Context: an optimization exercise on an open-source flow, tuned for small area, a short achievable clock period and few clock cycles. The choices shown serve that exercise and are no tape-out recipe. RTL that was checked went through simulation tests only; none was proved equivalent to the original. Power and IR drop assume default switching activity.

Setup of 01-01:
==> flow/design.v (excerpt) <==
module LCD_CTRL (
  input              clk,
  input              reset,
  input        [3:0] cmd,
  input              cmd_valid,
  input        [7:0] IROM_Q,
  output logic       IROM_rd,
  output logic [5:0] IROM_A,
  output logic       IRAM_valid,
  output logic [7:0] IRAM_D,
  output logic [5:0] IRAM_A,
  output logic       busy,
  output logic       done
);
  logic [7:0]  img [64];
  logic [63:0] vld;
  logic [2:0] x, y;           
  logic [1:0] ra, rb, ca, cb;
  logic [1:0] dra, drb, dca, dcb;   
  logic       dirty;                
  logic [7:0] W [4];          
  logic [3:0] Wv;             
  logic [3:0] rl;             
  logic       pend;           
  logic       is_alu;         
  logic [1:0] alu_op;         
  logic [3:0] from1;          
  logic       wr_act;         
  logic       avgok, uni;     
  logic [3:0] rs [2], cs [2];
  logic [5:0] wa [4];
  always_comb
    for (int k = 0; k < 4; k++)
      wa[k] = {k[1] ? rb : ra, k[1], k[0] ? cb : ca, k[0]};
  logic [7:0] L  [4];
  logic [3:0] LV;
  always_comb
    for (int k = 0; k < 4; k++) begin
      L[k]  = 8'd0;
      LV[k] = 1'b0;
      for (int q = 0; q < 16; q++)
        if (rs[k / 2][q / 4] && cs[k % 2][q % 4]) begin
          L[k]  = L[k]  | img[(q / 4) * 16 + (k / 2) * 8 + (q % 4) * 2 + k % 2];
          LV[k] = LV[k] | vld[(q / 4) * 16 + (k / 2) * 8 + (q % 4) * 2 + k % 2];
        end
    end
  logic ready, exec, ldst, hit, is_avg;
  assign is_avg = is_alu && alu_op == 2'd2;
  ...
Size in the first run: ~2,200 cells after synthesis, about 700 flip-flops.
clock: 12.0 ns
lec_check: 0
cap_margin: 20
core_margin: 2
core_utilization: 50
slew_margin: 20
standard.sh (not shown) runs the stock make flow with config.mk's settings and CLKGATE_MAP_FILE= SYNTH_SCRIPT=/design/flow/synth_recipe.tcl, a recipe that flattens the netlist after the stock synthesis.
==> flow/flow/run.sh <==
#!/bin/bash
# Standard layout, with plain port buffers and timing repair aiming past the clock period.
set -euo pipefail
bash standard.sh SETUP_SLACK_MARGIN=8.2 "BUFFER_PORTS_ARGS=-buffer_cell sky130_fd_sc_hd__buf_4" finish > make.log 2>&1
Testbench counts of 01-01, summed over its fixed seeds: cycles 5,646.
The inputs of 11-05 differ from those of 01-01 as listed below.
diff --git a/flow/design.v b/flow/design.v
--- a/flow/design.v
+++ b/flow/design.v
@@ -46,21 +46,21 @@
     end
   logic ready, exec, ldst, hit, is_avg;
   assign is_avg = is_alu && alu_op == 2'd2;
   assign ready = &Wv && (!is_avg || uni || avgok);
   assign exec  = pend & ready;
   assign ldst  = IROM_rd & !wr_act;
   logic [1:0] ik;
   assign ik  = {IROM_A[3], IROM_A[0]};
   assign hit = ldst && (IROM_A[5:4] == (IROM_A[3] ? rb : ra)) &&
                        (IROM_A[2:1] == (IROM_A[0] ? cb : ca)) &&
-                       !(rl[ik] ? LV[ik] : Wv[ik]);
+                       !(rl[ik] && LV[ik]);
   logic [3:0] ldhit;
   always_comb
     for (int k = 0; k < 4; k++) ldhit[k] = hit && (ik == 2'(k));
   function automatic logic ge8(input logic [7:0] a, input logic [7:0] b);
     logic [7:0] g, p;
     logic [3:0] g2, p2;
     logic [1:0] g4, p4;
     for (int i = 0; i < 8; i++) begin
       g[i] = a[i] & ~b[i];
       p[i] = a[i] | ~b[i];
@@ -179,26 +179,25 @@
       nrl = x[0] ? 4'b0101 : 4'b1010;
       na  = {ra, 1'b0, xp1};
     end
   end
   logic       cw_cls;
   logic [3:0] nfrom1;
   assign cw_cls = (cmd == 4'd9) ^ x[0] ^ y[0];
   always_comb
     for (int k = 0; k < 4; k++)
       nfrom1[k] = (cmd == 4'd11) | ((cmd == 4'd8 || cmd == 4'd9) & ((k[1] == k[0]) ^ cw_cls));
-  logic spec, fast, nwr;
-  assign fast = wr_start & spec & !vld[0];
-  assign nwr  = wr_start | (wr_act & (IROM_A != 6'd63));
+  logic nwr;
+  assign nwr = wr_start | (wr_act & (IROM_A != 6'd63));
   logic [5:0] nrd;
   logic [1:0] nr0, nr1, nc0, nc1;
-  assign nrd = (wr_start & !fast) ? 6'd0 : IROM_A + 6'd1;
+  assign nrd = wr_start ? 6'd0 : IROM_A + 6'd1;
   always_comb
     if (nwr) begin
       nr0 = nrd[5:4];
       nr1 = nrd[5:4];
       nc0 = nrd[2:1];
       nc1 = nrd[2:1];
     end else begin
       nr0 = nra;
       nr1 = nrb;
       nc0 = nca;
@@ -252,53 +251,48 @@
       alu_op <= 2'(cmd - 4'd5);
       from1  <= nfrom1;
     end
   end
   logic [3:0] need;
   assign need = ~nWv;
   always_ff @(posedge clk or posedge reset)
     if (reset) begin
       IROM_rd <= 1'b0;
       IROM_A  <= 6'd27;
-      spec    <= 1'b0;
+    end else if (wr_start) begin
+      IROM_rd <= 1'b1;
+      IROM_A  <= 6'd0;
+    end else if (wr_act) begin
+      IROM_rd <= (IROM_A != 6'd63);
+      IROM_A  <= nrd;
+    end else if (mu | md | ml | mr) begin
+      IROM_rd <= 1'b1;
+      IROM_A  <= na;
     end else begin
-      spec <= 1'b0;
-      if (wr_start | wr_act) begin
-        IROM_rd <= nwr;
-        IROM_A  <= nrd;
-      end else if (mu | md | ml | mr) begin
-        IROM_rd <= 1'b1;
-        IROM_A  <= na;
-      end else begin
-        IROM_rd <= 1'b1;
-        if (need[0])      IROM_A <= wa[0];
-        else if (need[1]) IROM_A <= wa[1];
-        else if (need[2]) IROM_A <= wa[2];
-        else if (need[3]) IROM_A <= wa[3];
-        else begin
-          IROM_A <= 6'd0;
-          spec   <= 1'b1;
-        end
-      end
+      IROM_rd <= |need;
+      if (need[0])      IROM_A <= wa[0];
+      else if (need[1]) IROM_A <= wa[1];
+      else if (need[2]) IROM_A <= wa[2];
+      else              IROM_A <= wa[3];
     end
   logic [1:0] wk;
   logic       inwin, pv;
   logic [7:0] pd;
   assign wk    = {IROM_A[3], IROM_A[0]};
   assign inwin = (IROM_A == wa[wk]);
   assign pv    = inwin ? Wv[wk] : LV[wk];
   assign pd    = inwin ? W[wk] : L[wk];
   always_ff @(posedge clk or posedge reset)
     if (reset) begin
       IRAM_valid <= 1'b0;
       done       <= 1'b0;
       busy       <= 1'b0;
     end else begin
-      IRAM_valid <= wr_act | fast;
+      IRAM_valid <= wr_act;
       done       <= IRAM_valid && !wr_act;
       busy       <= nwr | IRAM_valid | (npend & !(&nWv && (!nis_avg || nuni || navgok)));
     end
   always_ff @(posedge clk) begin
     IRAM_A <= IROM_A;
-    IRAM_D <= (pv & !fast) ? pd : IROM_Q;
+    IRAM_D <= pv ? pd : IROM_Q;
   end
 endmodule
==> comparison <==
- What 11-05 reported for combinational power has to be multiplied by 1.09 to get the figure for 01-01.
- Delta(fraction of final layout cells sized beyond drive strength 1, 11-05 - 01-01) > 0
- Against 01-01, 11-05 reports a leakage power total that is higher.
- 11-05 ends up with a setup slack after layout that is 27 ps higher than in 01-01.
- Cmp 11-05 and 01-01 / internal reg-to-reg setup slack / lower: 01-01
- Power: 11-05 draws less than 01-01
No functional check of the RTL was part of 11-05.

== main ==
LCD_CTRL, a different RTL version from the one above (not shown whole).
Size: about 2300 cells after synthesis, ~680 flip-flops, about 39 I/O pins.
Design LCD_CTRL, start of the top module:
module LCD_CTRL (
  input              clk,
  input              reset,
  input        [3:0] cmd,
  input              cmd_valid,
  input        [7:0] IROM_Q,
  output logic       IROM_rd,
  output logic [5:0] IROM_A,
  output logic       IRAM_valid,
  output logic [7:0] IRAM_D,
  output logic [5:0] IRAM_A,
  output logic       busy,
  output logic       done
);
clock: 12.0 ns
lec_check: 0
cap_margin: 20
core_margin: 2
core_utilization: 50
cts_cluster_diameter: 120
cts_cluster_size: 25
slew_margin: 20
==> flow/flow/run.sh <==
#!/bin/bash
# Standard layout with plain port buffers, timing repair aiming past the
# clock period, and adders left to ABC instead of full-adder cells.
set -euo pipefail
bash standard.sh SETUP_SLACK_MARGIN=8.4 "BUFFER_PORTS_ARGS=-buffer_cell sky130_fd_sc_hd__buf_4" ADDER_MAP_FILE= finish > make.log 2>&1
Setup changes, main to the feature branch
--- a/flow/design.v
+++ b/flow/design.v
@@ -38,36 +38,30 @@
       L[k]  = 8'd0;
       LV[k] = 1'b0;
       for (int q = 0; q < 16; q++)
         if (rs[k / 2][q / 4] && cs[k % 2][q % 4]) begin
           L[k]  = L[k]  | img[(q / 4) * 16 + (k / 2) * 8 + (q % 4) * 2 + k % 2];
           LV[k] = LV[k] | vld[(q / 4) * 16 + (k / 2) * 8 + (q % 4) * 2 + k % 2];
         end
     end
   logic ready, exec, ldst, hit, is_avg;
-  logic [3:0] ldhit, land;
   assign is_avg = is_alu && alu_op == 2'd2;
-  assign ready = is_alu ? &Wv : &(Wv | land);
+  assign ready = &Wv;
   assign exec  = pend & ready;
   assign ldst  = IROM_rd & !wr_act;
   logic [1:0] ik;
   assign ik  = {IROM_A[3], IROM_A[0]};
   assign hit = ldst && (IROM_A[5:4] == (IROM_A[3] ? rb : ra)) &&
                        (IROM_A[2:1] == (IROM_A[0] ? cb : ca)) &&
                        !(rl[ik] ? LV[ik] : Wv[ik]);
-  logic inw;
-  assign inw = ldst && (IROM_A[5:4] == (IROM_A[3] ? rb : ra)) &&
-                       (IROM_A[2:1] == (IROM_A[0] ? cb : ca));
+  logic [3:0] ldhit;
   always_comb
-    for (int k = 0; k < 4; k++) begin
-      ldhit[k] = hit && (ik == 2'(k));
-      land[k]  = inw && (ik == 2'(k)) && !Wv[k];
-    end
+    for (int k = 0; k < 4; k++) ldhit[k] = hit && (ik == 2'(k));
   function automatic logic ge8(input logic [7:0] a, input logic [7:0] b);
     logic [7:0] g, p;
     logic [3:0] g2, p2;
     logic [1:0] g4, p4;
     for (int i = 0; i < 8; i++) begin
       g[i] = a[i] & ~b[i];
       p[i] = a[i] | ~b[i];
     end
     for (int i = 0; i < 4; i++) begin
@@ -108,30 +102,27 @@
   always_comb
     for (int k = 0; k < 4; k++) begin
       wb[k] = is_avg ? avg : 8'd0;
       for (int i = 0; i < 4; i++)
         if ((is_alu && s[i]) ||
             (!is_alu && i == (k ^ 1) && from1[k]) ||
             (!is_alu && i == (k ^ 2) && !from1[k]))
           wb[k] = wb[k] | W[i];
     end
-  logic [3:0] lt;
-  always_comb
-    for (int k = 0; k < 4; k++) lt[k] = !is_alu && (from1[k] ? land[k ^ 1] : land[k ^ 2]);
   always_ff @(posedge clk)
     for (int k = 0; k < 4; k++)
-      if (exec && !lt[k])            W[k] <= wb[k];
-      else if (exec ? lt[k] : ldhit[k]) W[k] <= IROM_Q;
-      else if (rl[k])                W[k] <= L[k];
+      if (exec)          W[k] <= wb[k];
+      else if (ldhit[k]) W[k] <= IROM_Q;
+      else if (rl[k])    W[k] <= L[k];
   logic [3:0] nWv;
   always_comb
     for (int k = 0; k < 4; k++)
-      nWv[k] = exec | ldhit[k] | (rl[k] ? LV[k] : Wv[k]);
+      nWv[k] = ldhit[k] | (rl[k] ? LV[k] : Wv[k]);
   always_ff @(posedge clk or posedge reset)
     if (reset) Wv <= 4'd0;
     else Wv <= nWv;
   for (genvar p = 0; p < 64; p++) begin : g_pix
     localparam int R = p / 8, C = p % 8, KC = (R % 2) * 2 + (C % 2);
     logic wen;
     assign wen = dirty && ((R % 2) ? (R / 2 == drb) : (R / 2 == dra)) &&
                           ((C % 2) ? (C / 2 == dcb) : (C / 2 == dca));
     always_ff @(posedge clk)
@@ -217,22 +208,20 @@
   function automatic logic [3:0] oh(input logic [1:0] v);
     oh = 4'b1 << v;
   endfunction
   always_ff @(posedge clk) begin
     rs[0] <= mu ? oh(ym1[2:1]) : md ? oh(yp1[2:1]) : (ml | mr) ? oh(ra) : oh(wpix[5:4]);
     rs[1] <= mu ? oh(ym2[2:1]) : md ? oh(y[2:1])   : (ml | mr) ? oh(rb) : oh(wpix[5:4]);
     cs[0] <= ml ? oh(xm1[2:1]) : mr ? oh(xp1[2:1]) : (mu | md) ? oh(ca) : oh(wpix[2:1]);
     cs[1] <= ml ? oh(xm2[2:1]) : mr ? oh(x[2:1])   : (mu | md) ? oh(cb) : oh(wpix[2:1]);
   end
-  logic npend, nperm, one;
+  logic npend;
   assign npend   = acc ? is_data : (pend & !exec);
-  assign nperm   = acc ? (c[8] | c[9] | c[10] | c[11]) : !is_alu;
-  assign one     = (need == 4'b0001) | (need == 4'b0010) | (need == 4'b0100) | (need == 4'b1000);
   always_ff @(posedge clk or posedge reset)
     if (reset) begin
       x      <= 3'd4;
       y      <= 3'd4;
       ra     <= 2'd2;
       rb     <= 2'd1;
       ca     <= 2'd2;
       cb     <= 2'd1;
       dirty  <= 1'b0;
@@ -291,16 +280,16 @@
   assign pd    = inwin ? W[wk] : L[wk];
   always_ff @(posedge clk or posedge reset)
     if (reset) begin
       IRAM_valid <= 1'b0;
       done       <= 1'b0;
       busy       <= 1'b0;
     end else begin
       IRAM_valid <= wr_act | fast;
       done       <= IRAM_valid && !wr_act;
-      busy       <= nwr | IRAM_valid | (npend & !(&nWv) & !(nperm & one));
+      busy       <= nwr | IRAM_valid | (npend & !(&nWv));
     end
   always_ff @(posedge clk) begin
     IRAM_A <= IROM_A;
     IRAM_D <= (pv & !fast) ? pd : IROM_Q;
   end
 endmodule
==> run notes <==
- On fraction of standard cell area in multi-input logic, the lower figure sits with main, not the feature branch.
- The placer congestion estimate in the feature branch sits 2.0% below the value recorded for main.
- Sequential share of layout area: the feature branch < main
- Die area of the feature branch exceeds that of main slightly.
- The feature branch vs. main: routing usage on met1 went up by 1.2 points.
- Wire length of the first global-routing pass: the feature branch vs main, no meaningful difference
- Summary of the feature branch over main: total power +29 uW, non-clock buffer area fraction after layout up 0.24 points, non-clock buffer count shows an increase of 8.
- Delta(synthesized cell count, the feature branch - main) > 0
- The feature branch: final worst hold slack is 0.028 ns lower than what main reported.
- On slack of the critical path, the feature branch does better than main.
- The feature branch has pin count of the biggest net entering global routing above what main had.
- Via density per instance of the feature branch is on par with main.
Testbench counts of the feature branch, summed over its fixed seeds: cycles 5,572.
Only the layout flow was run in main; the RTL was not checked for function there.

-- separate check: timing with driven ports --
The results above use ideal ports. As a check the final layouts listed here were re-extracted and re-timed, cells and wires unchanged. Step 1 sets driving cells, clkbuf_16 on the clock port and buf_2 on the other inputs (assumed; they add their load-dependent delay and slew). Step 2 moves the port delays by t, midway between the first and last clock arrival at a register: inputs arrive t later, outputs are due t later. That takes back most of the time a late clock gives input paths. a / b / c = no drivers / after step 1 / after step 2; a / b = the first two.
| run | t (ns) | setup slack, ns | latest minus earliest clock arrival (ns) | worst data-port slew with drivers (ns) |
|---|---|---|---|---|
| 01-01 | 0.683 | 8.219 / 8.156 / 7.612 | 0.020 / 0.020 | 0.08 |
| 11-05 | 0.677 | 8.246 / 8.182 / 7.683 | 0.023 / 0.024 | 0.05 |
| main | 0.717 | 7.979 / 8.004 / 7.287 | 0.020 / 0.020 | 0.08 |
| the feature branch | 0.711 | 8.052 / 8.076 / 7.365 | 0.024 / 0.024 | 0.05 |
After both steps setup and hold are still met in every run listed. The setup slack of main, which loses most, moves by +0.025 ns with the drivers and by -0.692 ns with both steps.
